Background: an optimization exercise with open tools, aiming at small area. Do not read the settings as production practice.
At most, simulation tests tie the RTL to the original design; equivalence was not proved.
Power figures rest on the tool's default switching activity, not on a simulated workload.

// cmd_int
module cmd_int(
input    wire        i_clk,
input    wire        i_rst,
input    wire        i_data_valid,
input    wire [7:0]  i_data,
output   reg         o_buff_en,
output   wire        o_data_valid,
output   wire [7:0]  o_data,
output   wire        o_srst,
output   wire        o_pgrm_icap,
output   wire [26:0] o_ddr_strt_addr,
output   wire [19:0] o_trans_len,
output   wire        o_load,
input    wire  [19:0]i_icap_clk_cnt,
input    wire  [19:0]i_total_clk_cnt,
input    wire        i_uart_tx_buffer_full,
input    wire        i_dma_done,
output   wire        o_pr_reset
);
Size: roughly 110 I/O pins.
clock: 5.0 ns
lec_check: 0
cap_margin: 20
core_margin: 2
core_utilization: 70
place_density: 0.8
slew_margin: 20
standard.sh (not shown) runs the stock make flow with config.mk's settings and CLKGATE_MAP_FILE= SYNTH_SCRIPT=/design/flow/synth_recipe.tcl, a recipe that flattens the netlist after the stock synthesis.
==> flow/flow/run.sh <==
#!/bin/bash
# Own layout flow: the standard ORFS flow (standard.sh, unchanged synthesis),
# with two layout settings that ORFS reads from the environment:
#  - the port buffers that buffer_ports inserts use the smallest buffer cell
#    (every input and output port still gets its own buffer);
#  - clock tree synthesis without dummy loads, with the clustering given below.
set -euo pipefail
export BUFFER_PORTS_ARGS="-buffer_cell sky130_fd_sc_hd__buf_1"
export CTS_ARGS="-sink_clustering_enable -repair_clock_nets -dont_use_dummy_load -buf_list {sky130_fd_sc_hd__clkbuf_2 sky130_fd_sc_hd__clkbuf_4 sky130_fd_sc_hd__clkbuf_8} -root_buf sky130_fd_sc_hd__clkbuf_8 -sink_clustering_buffer sky130_fd_sc_hd__clkbuf_4 -sink_clustering_size 12 -sink_clustering_max_diameter 40"
bash standard.sh finish > flow_standard.log 2>&1
The starting point completed with no timing, DRC or antenna violations.
Then changed:
==> flow/flow/run.sh (replaced) <==
#!/bin/bash
# Own layout flow: the standard ORFS flow (standard.sh, unchanged synthesis),
# with two layout settings that ORFS reads from the environment:
#  - the port buffers that buffer_ports inserts use the smallest buffer cell
#    (every input and output port still gets its own buffer);
#  - clock tree synthesis without dummy loads, with the clustering given below.
set -euo pipefail
export BUFFER_PORTS_ARGS="-buffer_cell sky130_fd_sc_hd__buf_1"
export CTS_ARGS="-sink_clustering_enable -repair_clock_nets -dont_use_dummy_load -buf_list sky130_fd_sc_hd__clkbuf_4 -sink_clustering_size 10 -sink_clustering_max_diameter 40"
bash standard.sh finish > flow_standard.log 2>&1
CORE_UTILIZATION = 65   (was 70)
PLACE_DENSITY = 0.75   (was 0.8)
Effect:
- core utilization decreases by 4.2 points
- worst setup slack improves by 160 ps
- cell count climbs by 0.65%
- routed wire length came out higher by 6.1%
Then changed:
--- a/flow/flow/run.sh
+++ b/flow/flow/run.sh
@@ -7,4 +7,4 @@
 set -euo pipefail
 export BUFFER_PORTS_ARGS="-buffer_cell sky130_fd_sc_hd__buf_1"
-export CTS_ARGS="-sink_clustering_enable -repair_clock_nets -dont_use_dummy_load -buf_list sky130_fd_sc_hd__clkbuf_4 -sink_clustering_size 10 -sink_clustering_max_diameter 40"
+export CTS_ARGS="-sink_clustering_enable -repair_clock_nets -dont_use_dummy_load -buf_list sky130_fd_sc_hd__clkbuf_4 -sink_clustering_size 9 -sink_clustering_max_diameter 50"
 bash standard.sh finish > flow_standard.log 2>&1
CORE_UTILIZATION = 70   (was 65)
PLACE_DENSITY = 0.8   (was 0.75)
Worst hold slack is better by 5.5 ps.
Fmax shrinks by a few percent.
Setup slack is worse by 240 ps.
Routed wire length shrinks by a few percent.
Then changed:
--- a/flow/flow/run.sh
+++ b/flow/flow/run.sh
@@ -7,4 +7,4 @@
 set -euo pipefail
 export BUFFER_PORTS_ARGS="-buffer_cell sky130_fd_sc_hd__buf_1"
-export CTS_ARGS="-sink_clustering_enable -repair_clock_nets -dont_use_dummy_load -buf_list sky130_fd_sc_hd__clkbuf_4 -sink_clustering_size 9 -sink_clustering_max_diameter 50"
+export CTS_ARGS="-sink_clustering_enable -repair_clock_nets -dont_use_dummy_load -buf_list sky130_fd_sc_hd__clkbuf_4 -sink_clustering_size 10 -sink_clustering_max_diameter 40"
 bash standard.sh finish > flow_standard.log 2>&1
CORE_UTILIZATION = 75   (was 70)
PLACE_DENSITY = 0.9   (was 0.8)
Effect: The changed run ran to the end with no violations; combinational power is about the same; maximum frequency barely changes; final area hardly moves; clock skew goes up by 18 ps; sequential power is about the same; non-clock buffer count is lower by 3; area after synthesis stays the same.

cmd_int, a different RTL version from the one above (not shown whole).
Size: roughly 110 I/O pins, about 0.012 mm2 of cells after synthesis.
==> flow/config.mk <==
export PLATFORM = sky130hd
export DESIGN_NAME = cmd_int
export DESIGN_NICKNAME = cmd_int
export VERILOG_FILES = /design/flow/design.v
export SDC_FILE = /design/flow/constraint.sdc
export NUM_CORES = 8
export LEC_CHECK = 0
export CAP_MARGIN = 20
export CORE_MARGIN = 2
export CORE_UTILIZATION = 70
export PLACE_DENSITY = 0.8
export SLEW_MARGIN = 20
==> flow/constraint.sdc <==
create_clock -name core_clock -period 5.0 [get_ports {i_clk}]
set_input_delay 1.0000 -clock core_clock [delete_from_list [all_inputs] [get_ports {i_clk}]]
set_output_delay 1.0000 -clock core_clock [all_outputs]
set_load 0.01 [all_outputs]
==> flow/flow/run.sh <==
#!/bin/bash
# Own layout flow: the standard ORFS flow (standard.sh, unchanged synthesis),
# with two layout settings that ORFS reads from the environment:
#  - the port buffers that buffer_ports inserts use the smallest buffer cell
#    (every input and output port still gets its own buffer);
#  - clock tree synthesis without dummy loads, with the clustering given below.
set -euo pipefail
export BUFFER_PORTS_ARGS="-buffer_cell sky130_fd_sc_hd__buf_1"
export CTS_ARGS="-sink_clustering_enable -repair_clock_nets -dont_use_dummy_load -buf_list sky130_fd_sc_hd__clkbuf_4 -sink_clustering_size 14 -sink_clustering_max_diameter 30"
bash standard.sh finish > flow_standard.log 2>&1
Rerun with:
--- a/flow/flow/run.sh
+++ b/flow/flow/run.sh
@@ -8,3 +8,3 @@
 export BUFFER_PORTS_ARGS="-buffer_cell sky130_fd_sc_hd__buf_1"
-export CTS_ARGS="-sink_clustering_enable -repair_clock_nets -dont_use_dummy_load -buf_list sky130_fd_sc_hd__clkbuf_4 -sink_clustering_size 14 -sink_clustering_max_diameter 30"
+export CTS_ARGS="-sink_clustering_enable -repair_clock_nets -dont_use_dummy_load -buf_list sky130_fd_sc_hd__clkbuf_4 -sink_clustering_size 10 -sink_clustering_max_diameter 30"
 bash standard.sh finish > flow_standard.log 2>&1
CORE_UTILIZATION = 80   (was 70)
PLACE_DENSITY = 0.9   (was 0.8)
Result: Power goes up by 1.5%. Final area stays flat. Worst hold slack barely changes. First-iteration DRC count goes up by 55%. Final cell count goes down by 2.6%. Die area goes down by 12%. Register-to-register slack degrades by 50 ps.
Function was not checked in any run of this note: the RTL went through the layout flow alone.

Another version of the RTL of cmd_int (not shown whole).
Settings: LEC_CHECK=0, CAP_MARGIN=20, CORE_MARGIN=2, CORE_UTILIZATION=70, PLACE_DENSITY=0.8, SLEW_MARGIN=20; clock period 5.0 ns.
==> flow/flow/run.sh <==
#!/bin/bash
# Own layout flow: the standard ORFS flow (standard.sh, unchanged synthesis),
# with two layout settings that ORFS reads from the environment:
#  - the port buffers that buffer_ports inserts use the smallest buffer cell
#    (every input and output port still gets its own buffer);
#  - clock tree synthesis without dummy loads, with the clustering given below.
set -euo pipefail
export BUFFER_PORTS_ARGS="-buffer_cell sky130_fd_sc_hd__buf_1"
export CTS_ARGS="-sink_clustering_enable -repair_clock_nets -dont_use_dummy_load -buf_list sky130_fd_sc_hd__clkbuf_8 -sink_clustering_size 14 -sink_clustering_max_diameter 40"
bash standard.sh finish > flow_standard.log 2>&1
Change:
Settings changed: CORE_UTILIZATION 70 to 60, PLACE_DENSITY 0.8 to 0.7.
What happened: Area after synthesis stays the same; synthesized cell count is unchanged; total power rose by 2.2%; routed wire length fell by 5.5%.

cmd_int with an RTL version that a note above also has.
Size: about 960 cells after synthesis, ~280 flip-flops, about 110 I/O pins.
Settings: LEC_CHECK=0, CAP_MARGIN=20, CORE_MARGIN=2, CORE_UTILIZATION=70, PLACE_DENSITY=0.8, SLEW_MARGIN=20; clock period 5.0 ns.
==> flow/flow/run.sh <==
#!/bin/bash
# Own layout flow: the standard ORFS flow (standard.sh, unchanged synthesis),
# with two layout settings that ORFS reads from the environment:
#  - the port buffers that buffer_ports inserts use the smallest buffer cell
#    (every input and output port still gets its own buffer);
#  - clock tree synthesis without dummy loads, with the clustering given below.
set -euo pipefail
export BUFFER_PORTS_ARGS="-buffer_cell sky130_fd_sc_hd__buf_1"
export CTS_ARGS="-sink_clustering_enable -repair_clock_nets -dont_use_dummy_load -buf_list {sky130_fd_sc_hd__clkbuf_4 sky130_fd_sc_hd__clkbuf_8} -root_buf sky130_fd_sc_hd__clkbuf_8 -sink_clustering_buffer sky130_fd_sc_hd__clkbuf_4 -sink_clustering_size 12 -sink_clustering_max_diameter 35"
bash standard.sh finish > flow_standard.log 2>&1
Edit:
--- a/flow/flow/run.sh
+++ b/flow/flow/run.sh
@@ -7,4 +7,4 @@
 set -euo pipefail
 export BUFFER_PORTS_ARGS="-buffer_cell sky130_fd_sc_hd__buf_1"
-export CTS_ARGS="-sink_clustering_enable -repair_clock_nets -dont_use_dummy_load -buf_list {sky130_fd_sc_hd__clkbuf_4 sky130_fd_sc_hd__clkbuf_8} -root_buf sky130_fd_sc_hd__clkbuf_8 -sink_clustering_buffer sky130_fd_sc_hd__clkbuf_4 -sink_clustering_size 12 -sink_clustering_max_diameter 35"
+export CTS_ARGS="-sink_clustering_enable -repair_clock_nets -dont_use_dummy_load -buf_list sky130_fd_sc_hd__clkbuf_4 -sink_clustering_size 10 -sink_clustering_max_diameter 30"
 bash standard.sh finish > flow_standard.log 2>&1
What happened: The changed run finished clean; register-to-register slack is better by 0.03 ns; wire length grows by 0.86%; global-route usage grows by 0.20 points; final area hardly moves; first-iteration DRC count grows by 1.9%; cell count grows by 0.62%; via count grows by 0.75%; power grows by 1.2%; core utilization grows by 0.14 points; flip-flop and latch count is unchanged; hold slack is about the same.
Edit:
--- a/flow/flow/run.sh
+++ b/flow/flow/run.sh
@@ -7,4 +7,4 @@
 set -euo pipefail
 export BUFFER_PORTS_ARGS="-buffer_cell sky130_fd_sc_hd__buf_1"
-export CTS_ARGS="-sink_clustering_enable -repair_clock_nets -dont_use_dummy_load -buf_list sky130_fd_sc_hd__clkbuf_4 -sink_clustering_size 10 -sink_clustering_max_diameter 30"
+export CTS_ARGS="-sink_clustering_enable -repair_clock_nets -dont_use_dummy_load -buf_list sky130_fd_sc_hd__clkbuf_4 -root_buf sky130_fd_sc_hd__clkbuf_16 -sink_clustering_size 12 -sink_clustering_max_diameter 35"
 bash standard.sh finish > flow_standard.log 2>&1
- critical path depth stays the same
- synthesized cell count does not change
- core utilization increases by 0.19 points
- flip-flop and latch count stays the same
- total power went up slightly
- die area stays the same
Edit:
--- a/flow/flow/run.sh
+++ b/flow/flow/run.sh
@@ -7,4 +7,4 @@
 set -euo pipefail
 export BUFFER_PORTS_ARGS="-buffer_cell sky130_fd_sc_hd__buf_1"
-export CTS_ARGS="-sink_clustering_enable -repair_clock_nets -dont_use_dummy_load -buf_list sky130_fd_sc_hd__clkbuf_4 -root_buf sky130_fd_sc_hd__clkbuf_16 -sink_clustering_size 12 -sink_clustering_max_diameter 35"
+export CTS_ARGS="-sink_clustering_enable -repair_clock_nets -dont_use_dummy_load -buf_list sky130_fd_sc_hd__clkbuf_4 -sink_clustering_size 10 -sink_clustering_max_diameter 40"
 bash standard.sh finish > flow_standard.log 2>&1
Effect:
- The changed run finished clean
- first-iteration DRC count falls by 4.9%
- die area stays the same
- final cell count is about the same
- design area falls by 0.64%
- worst setup slack loses 0.15 ns
- total power falls by 3.6%
- sequential power is about the same
- hold slack gains 0.0043 ns
- maximum frequency falls by 3.9%
Edit:
--- a/flow/flow/run.sh
+++ b/flow/flow/run.sh
@@ -7,4 +7,4 @@
 set -euo pipefail
 export BUFFER_PORTS_ARGS="-buffer_cell sky130_fd_sc_hd__buf_1"
-export CTS_ARGS="-sink_clustering_enable -repair_clock_nets -dont_use_dummy_load -buf_list sky130_fd_sc_hd__clkbuf_4 -sink_clustering_size 10 -sink_clustering_max_diameter 40"
+export CTS_ARGS="-sink_clustering_enable -repair_clock_nets -dont_use_dummy_load -buf_list sky130_fd_sc_hd__clkbuf_4 -sink_clustering_size 10 -sink_clustering_max_diameter 30"
 bash standard.sh finish > flow_standard.log 2>&1
Settings changed: GPL_ROUTABILITY_DRIVEN set to 0, GPL_TIMING_DRIVEN set to 0.
What happened: Clock power grows by roughly a tenth; cell count goes up by a few percent; design area grows slightly; critical path depth is higher by 2; total power increases by a few percent; utilization came out higher by 1.4 points; area after synthesis does not change; synthesized cell count stays the same.
No run of this note included a check of the RTL's function; only the layout flow was run.

== build 7 ==
cmd_int with an RTL version that a note above also has.
Size: ~910 cells after synthesis, roughly 12000 µm² of cells after synthesis.
clock: 5.0 ns
lec_check: 0
cap_margin: 20
core_margin: 2
core_utilization: 75
place_density: 0.8
slew_margin: 20
==> flow/flow/run.sh <==
#!/bin/bash
# Own layout flow: the standard ORFS flow (standard.sh, unchanged synthesis),
# with two layout settings that ORFS reads from the environment:
#  - the port buffers that buffer_ports inserts use the smallest buffer cell
#    (every input and output port still gets its own buffer);
#  - clock tree synthesis without dummy loads, with the clustering given below.
set -euo pipefail
export BUFFER_PORTS_ARGS="-buffer_cell sky130_fd_sc_hd__buf_1"
export CTS_ARGS="-sink_clustering_enable -repair_clock_nets -dont_use_dummy_load -buf_list sky130_fd_sc_hd__clkbuf_4 -sink_clustering_size 10 -sink_clustering_max_diameter 40"
bash standard.sh finish > flow_standard.log 2>&1
Modified inputs, build 82 compared to build 7
Settings: a change of PLACE_DENSITY from 0.8 to 0.85.
Results
The first-pass GRT wire length in build 82 sits about 7% above the value recorded for build 7.
Worst hold slack ended up 0.012 ns higher on build 82 than on build 7.
Compared build 82 against build 7; total internal power within noise.
The lower areal power density over the cells of build 82 and build 7 is in build 7.
Against build 7 as the reference, build 82 delivers a higher total power.
[compare] base=build 7 new=build 82: storage element area flat; critical path depth in cells went down 1; maximum number of pins on one net before global-route repair now smaller; via count of the first global-routing pass now larger.
From build 7 to build 82, vertical die dimension did not move at all.
In build 82, the routed length on met1 came out about 1.8% above the value in build 7.
For build 88, these inputs were changed with respect to build 82:
Settings: PLACE_DENSITY changed from 0.85 to 0.8; CORE_UTILIZATION changed from 75 to 70.
--- a/flow/flow/run.sh
+++ b/flow/flow/run.sh
@@ -7,4 +7,4 @@
 set -euo pipefail
 export BUFFER_PORTS_ARGS="-buffer_cell sky130_fd_sc_hd__buf_1"
-export CTS_ARGS="-sink_clustering_enable -repair_clock_nets -dont_use_dummy_load -buf_list sky130_fd_sc_hd__clkbuf_4 -sink_clustering_size 10 -sink_clustering_max_diameter 40"
+export CTS_ARGS="-sink_clustering_enable -repair_clock_nets -dont_use_dummy_load -buf_list sky130_fd_sc_hd__clkbuf_4 -sink_clustering_size 11 -sink_clustering_max_diameter 45"
 bash standard.sh finish > flow_standard.log 2>&1
--- outcome ---
- In the final reports, the cell area of build 88 is larger than that of build 82.
- Of build 82 and build 88, build 82 shows the lower number of cells on the worst reg-to-reg path, with build 88 above it.
- Between build 82 and build 88, standard cell area after detailed placement increased.
- Total power delta for build 88 relative to build 82: 0.14 mW lower
- Compared with build 82, in build 88 wire length of the first global-routing pass fell 10000 µm, final standard cell utilization of the core fell 5.8 points, die area rose about 7%.
For build 1, these inputs were changed with respect to build 88:
Settings: swapping 0.8 for 0.92 in PLACE_DENSITY; swapping 70 for 85 in CORE_UTILIZATION.
--- a/flow/flow/run.sh
+++ b/flow/flow/run.sh
@@ -7,4 +7,4 @@
 set -euo pipefail
 export BUFFER_PORTS_ARGS="-buffer_cell sky130_fd_sc_hd__buf_1"
-export CTS_ARGS="-sink_clustering_enable -repair_clock_nets -dont_use_dummy_load -buf_list sky130_fd_sc_hd__clkbuf_4 -sink_clustering_size 11 -sink_clustering_max_diameter 45"
+export CTS_ARGS="-sink_clustering_enable -repair_clock_nets -dont_use_dummy_load -buf_list sky130_fd_sc_hd__clkbuf_4 -sink_clustering_size 10 -sink_clustering_max_diameter 40"
 bash standard.sh finish > flow_standard.log 2>&1
Results
Build 1 vs build 88: internal power component up in build 1
Compared with build 88, build 1 shows a share of the clock period used by the worst path after layout that is 4.6 points lower.
Reported combinational group power, build 88 and build 1: higher on build 1
The clock skew number comes out higher for build 88 vs build 1.
In terms of hold slack, build 1 and build 88 differ only marginally.
Setup changes, build 1 to build 75
Settings: swapping 0.92 for 0.8 in PLACE_DENSITY; swapping 85 for 70 in CORE_UTILIZATION.
==> results.txt <==
- On clock latency on the worst-skew pair, build 1 and build 75 are basically level.
- Build 75 vs. build 1: total design power went down by about 0.6%.
- As of build 75, non-clock buffer count had risen by a few percent compared to build 1.
- Between build 1 and build 75, fraction of area in registers is higher for build 1, build 75 comes in under that.
- Setup slack in build 75 is smaller than in build 1.
- Between build 1 and build 75, sequential power share increased.
- Of build 1 and build 75, the run reporting the lower total length of routed wires was build 75.
- On final hold slack, build 75 tracks build 1 almost exactly.
- From build 1 to build 75 the numbers moved as follows: final cell count without fillers rose 53, relative contribution of combinational cells to total power lost 0.5 points.

## re-timing with driven ports
The flow's constraints put no driver on any port. The routed layouts listed below were extracted and timed again, unchanged, in two steps. Step 1 assumes that a clkbuf_16 drives the clock port and a buf_2 every other input. Step 2, shift: input delay + t, output delay - t, t = (earliest + latest rising clock arrival at the registers) / 2. This alone moves slack from input paths to output paths. a / b / c = no drivers / after step 1 / after step 2; a / b = the first two.
run	shift t [ns]	setup slack, ns	latest minus earliest clock arrival (ns)	worst slew at a driven data input, ns	pins driven straight from the clock port
the first run of note 1	0.559	1.278 / 1.232 / 1.405	0.067 / 0.068	0.04	1
the second run of note 1	0.642	1.440 / 1.399 / 1.304	0.109 / 0.109	0.05	1
the third run of note 1	0.633	1.201 / 1.163 / 1.375	0.071 / 0.071	0.04	1
the fourth run of note 1	0.629	1.197 / 1.160 / 1.425	0.089 / 0.089	0.05	1
the first run of note 2	0.633	1.139 / 1.101 / 1.365	0.100 / 0.100	0.04	1
the second run of note 2	0.650	1.096 / 1.055 / 1.396	0.101 / 0.101	0.04	1
the first run of note 3	0.580	1.295 / 1.257 / 1.412	0.072 / 0.071	0.05	1
the second run of note 3	0.537	1.339 / 1.298 / 1.400	0.069 / 0.069	0.04	1
the first run of note 4	0.526	1.219 / 1.180 / 1.423	0.060 / 0.060	0.04	1
the second run of note 4	0.634	1.135 / 1.097 / 1.355	0.110 / 0.110	0.04	1
the third run of note 4	0.504	1.248 / 1.204 / 1.426	0.050 / 0.050	0.04	1
the fourth run of note 4	0.611	1.094 / 1.057 / 1.437	0.069 / 0.069	0.04	1
the fifth run of note 4	0.648	0.916 / 0.882 / 1.108	0.102 / 0.102	0.04	1
build 7	0.631	1.072 / 1.030 / 1.388	0.073 / 0.073	0.07	1
build 82	0.673	1.232 / 1.188 / 1.269	0.051 / 0.051	0.05	1
build 88	0.697	1.131 / 1.086 / 1.381	0.060 / 0.060	0.04	1
build 1	0.635	1.359 / 1.323 / 1.087	0.051 / 0.052	0.07	1
build 75	0.629	1.160 / 1.116 / 1.373	0.099 / 0.099	0.04	1
After both steps every run listed still meets setup and hold. For build 1, which loses most, drivers alone change the setup slack by -0.036 ns; drivers and shift together by -0.272 ns.
